Context: an optimization exercise on an open-source flow, tuned for small area, a short achievable clock period and few clock cycles. The choices shown serve that exercise and are no tape-out recipe.
Function was checked by simulation only, so behaviour that the tests miss may differ from the original.

==> flow/design.v (excerpt) <==
module GSIM ( clk, reset, in_en, b_in, out_valid, x_out, iter_cnt);
Size in the first run: roughly 14,000 cells after synthesis, about 62 I/O pins, roughly 170,000 sq um of cells after synthesis.
==> flow/config.mk <==
export PLATFORM = sky130hd
export DESIGN_NAME = GSIM
export DESIGN_NICKNAME = GSIM
export VERILOG_FILES = /design/flow/design.v
export SDC_FILE = /design/flow/constraint.sdc
export NUM_CORES = 4
export LEC_CHECK = 0
export CAP_MARGIN = 20
export CORE_MARGIN = 2
export CORE_UTILIZATION = 40
export CTS_BUF_LIST = sky130_fd_sc_hd__clkbuf_8
export PLACE_DENSITY = 0.5
export SLEW_MARGIN = 20
==> flow/constraint.sdc <==
create_clock -name core_clock -period 20.0 [get_ports {clk}]
set_input_delay 4.0000 -clock core_clock [delete_from_list [all_inputs] [get_ports {clk}]]
set_output_delay 4.0000 -clock core_clock [all_outputs]
set_load 0.01 [all_outputs]
standard.sh (not shown) runs the stock make flow with config.mk's settings and CLKGATE_MAP_FILE= SYNTH_SCRIPT=/design/flow/synth_recipe.tcl, a recipe that flattens the netlist after the stock synthesis.
==> flow/flow/run.sh <==
#!/bin/bash
# Layout flow: the standard synthesis and layout, with two changes.
# 1. After the standard synthesis, fixinv.py flips the polarity of full-adder
#    cells where that removes inverters (a full adder is self-dual); the logic
#    function and every register stay as they are.
# 2. The layout's timing repair aims for extra setup slack (SETUP_SLACK_MARGIN 9)
#    so that the achieved period shrinks; constraints are unchanged.
# Each tool's output goes to a log file of its own in this folder.
set -euo pipefail
R=orfs/results/${FLOW_PLATFORM:-sky130hd}/GSIM/base
bash standard.sh synth > synth.log 2>&1
python3 flow/fixinv.py $R/1_2_yosys.v $R/1_2_yosys_fixinv.v > fixinv.log 2>&1
cp $R/1_2_yosys.v $R/1_2_yosys_orig.v
cp $R/1_2_yosys_fixinv.v $R/1_2_yosys.v
touch $R/1_2_yosys.v
bash standard.sh finish SETUP_SLACK_MARGIN=9 > layout.log 2>&1
Other scripts of this flow, unchanged in this note and not shown: flow/flow/fixinv.py
The baseline completed with no timing, DRC or antenna violations.
Testbench counts at the start, summed over its fixed seeds: cycles 32,524.
Next try:
--- a/flow/flow/run.sh
+++ b/flow/flow/run.sh
@@ -6 +6 @@
-# 2. The layout's timing repair aims for extra setup slack (SETUP_SLACK_MARGIN 9)
+# 2. The layout's timing repair aims for extra setup slack (SETUP_SLACK_MARGIN 8)
@@ -16 +16 @@
-bash standard.sh finish SETUP_SLACK_MARGIN=9 > layout.log 2>&1
+bash standard.sh finish SETUP_SLACK_MARGIN=8 > layout.log 2>&1
- CORE_UTILIZATION: 40 -> 50
- CTS_BUF_LIST: sky130_fd_sc_hd__clkbuf_8 -> not set
- PLACE_DENSITY: 0.5 -> 0.6
Final cell count is lower by 8.3%.
Setup slack degrades by 0.38 ns.
Fmax drops by 3.2%.
Die area fell by 20%.
Next try:
--- a/flow/flow/run.sh
+++ b/flow/flow/run.sh
@@ -6 +6 @@
-# 2. The layout's timing repair aims for extra setup slack (SETUP_SLACK_MARGIN 8)
+# 2. The layout's timing repair aims for extra setup slack (SETUP_SLACK_MARGIN 8.5)
@@ -16 +16 @@
-bash standard.sh finish SETUP_SLACK_MARGIN=8 > layout.log 2>&1
+bash standard.sh finish SETUP_SLACK_MARGIN=8.5 > layout.log 2>&1
The changed run ran to the end with no violations. Cell area went up slightly. Non-clock buffer count grows by 95. Cell count rises slightly. Clock-buffer cell count increases by 14. Critical path depth increases by 2. Wire length barely changes. Setup slack gets better by 0.27 ns. Global-route usage goes down by 0.17 points. Sequential share of layout area came out lower by 0.25 points.

Starting RTL as in the previous note.
Design GSIM, start of the top module:
module GSIM ( clk, reset, in_en, b_in, out_valid, x_out, iter_cnt);
==> flow/config.mk <==
export PLATFORM = sky130hd
export DESIGN_NAME = GSIM
export DESIGN_NICKNAME = GSIM
export VERILOG_FILES = /design/flow/design.v
export SDC_FILE = /design/flow/constraint.sdc
export NUM_CORES = 4
export LEC_CHECK = 0
export CAP_MARGIN = 20
export CORE_MARGIN = 2
export CORE_UTILIZATION = 55
export PLACE_DENSITY = 0.65
export SLEW_MARGIN = 20
==> flow/constraint.sdc <==
create_clock -name core_clock -period 20.0 [get_ports {clk}]
set_input_delay 4.0000 -clock core_clock [delete_from_list [all_inputs] [get_ports {clk}]]
set_output_delay 4.0000 -clock core_clock [all_outputs]
set_load 0.01 [all_outputs]
==> flow/flow/run.sh <==
#!/bin/bash
# Layout flow: the standard synthesis and layout, with two changes.
# 1. After the standard synthesis, fixinv.py flips the polarity of full-adder
#    cells where that removes inverters (a full adder is self-dual); the logic
#    function and every register stay as they are.
# 2. The layout's timing repair aims for extra setup slack (SETUP_SLACK_MARGIN 8)
#    so that the achieved period shrinks; constraints are unchanged.
# Each tool's output goes to a log file of its own in this folder.
set -euo pipefail
R=orfs/results/${FLOW_PLATFORM:-sky130hd}/GSIM/base
bash standard.sh synth > synth.log 2>&1
python3 flow/fixinv.py $R/1_2_yosys.v $R/1_2_yosys_fixinv.v > fixinv.log 2>&1
cp $R/1_2_yosys.v $R/1_2_yosys_orig.v
cp $R/1_2_yosys_fixinv.v $R/1_2_yosys.v
touch $R/1_2_yosys.v
bash standard.sh finish SETUP_SLACK_MARGIN=8 > layout.log 2>&1
Other scripts of this flow, unchanged in this note and not shown: flow/flow/fixinv.py
Testbench counts at the start, summed over its fixed seeds: cycles 32,524.
Then changed:
--- a/flow/config.mk
+++ b/flow/config.mk
@@ -9,4 +9,4 @@
 export CORE_MARGIN = 2
-export CORE_UTILIZATION = 55
-export PLACE_DENSITY = 0.65
+export CORE_UTILIZATION = 40
+export PLACE_DENSITY = 0.5
 export SLEW_MARGIN = 20
The changed run completed without violations; global-route usage goes down by 8.6 points; setup slack degrades by 0.019 ns; core utilization goes down by 16 points; final cell count goes up by 7.3%; count of clock-buffer cells in the layout goes up by 3; hold slack improves by 0.019 ns; fmax is about the same; non-clock buffer count goes up by 22; via count goes down by 1.4%.

-- afterwards: timing with drivers on the ports --
Ports are ideal in the flow. The routed layouts listed here were re-timed in OpenROAD. Step 1: set_driving_cell puts a clkbuf_16 on clk and a buf_2 on each other input, an assumption about the parent block. Step 2, shift: input delay + t, output delay - t, t = (earliest + latest rising clock arrival at the registers) / 2. This alone moves slack from input paths to output paths. Slacks: ideal ports / drivers / drivers and shift; pairs: ideal ports / drivers.
run | t (ns) | setup WS [ns] | worst register clock-pin slew, ns | worst slew at a driven data input, ns
the first run of note 1 | 1.157 | 8.663 / 8.663 / 8.663 | 0.07 / 0.07 | 0.15
the second run of note 1 | 0.969 | 8.286 / 8.286 / 8.286 | 0.08 / 0.08 | 0.12
the third run of note 1 | 0.999 | 8.553 / 8.553 / 8.553 | 0.08 / 0.08 | 0.13
the first run of note 2 | 0.995 | 8.259 / 8.259 / 8.259 | 0.08 / 0.08 | 0.11
the second run of note 2 | 1.004 | 8.240 / 8.240 / 8.240 | 0.07 / 0.07 | 0.19
After both steps every run listed still meets setup and hold.
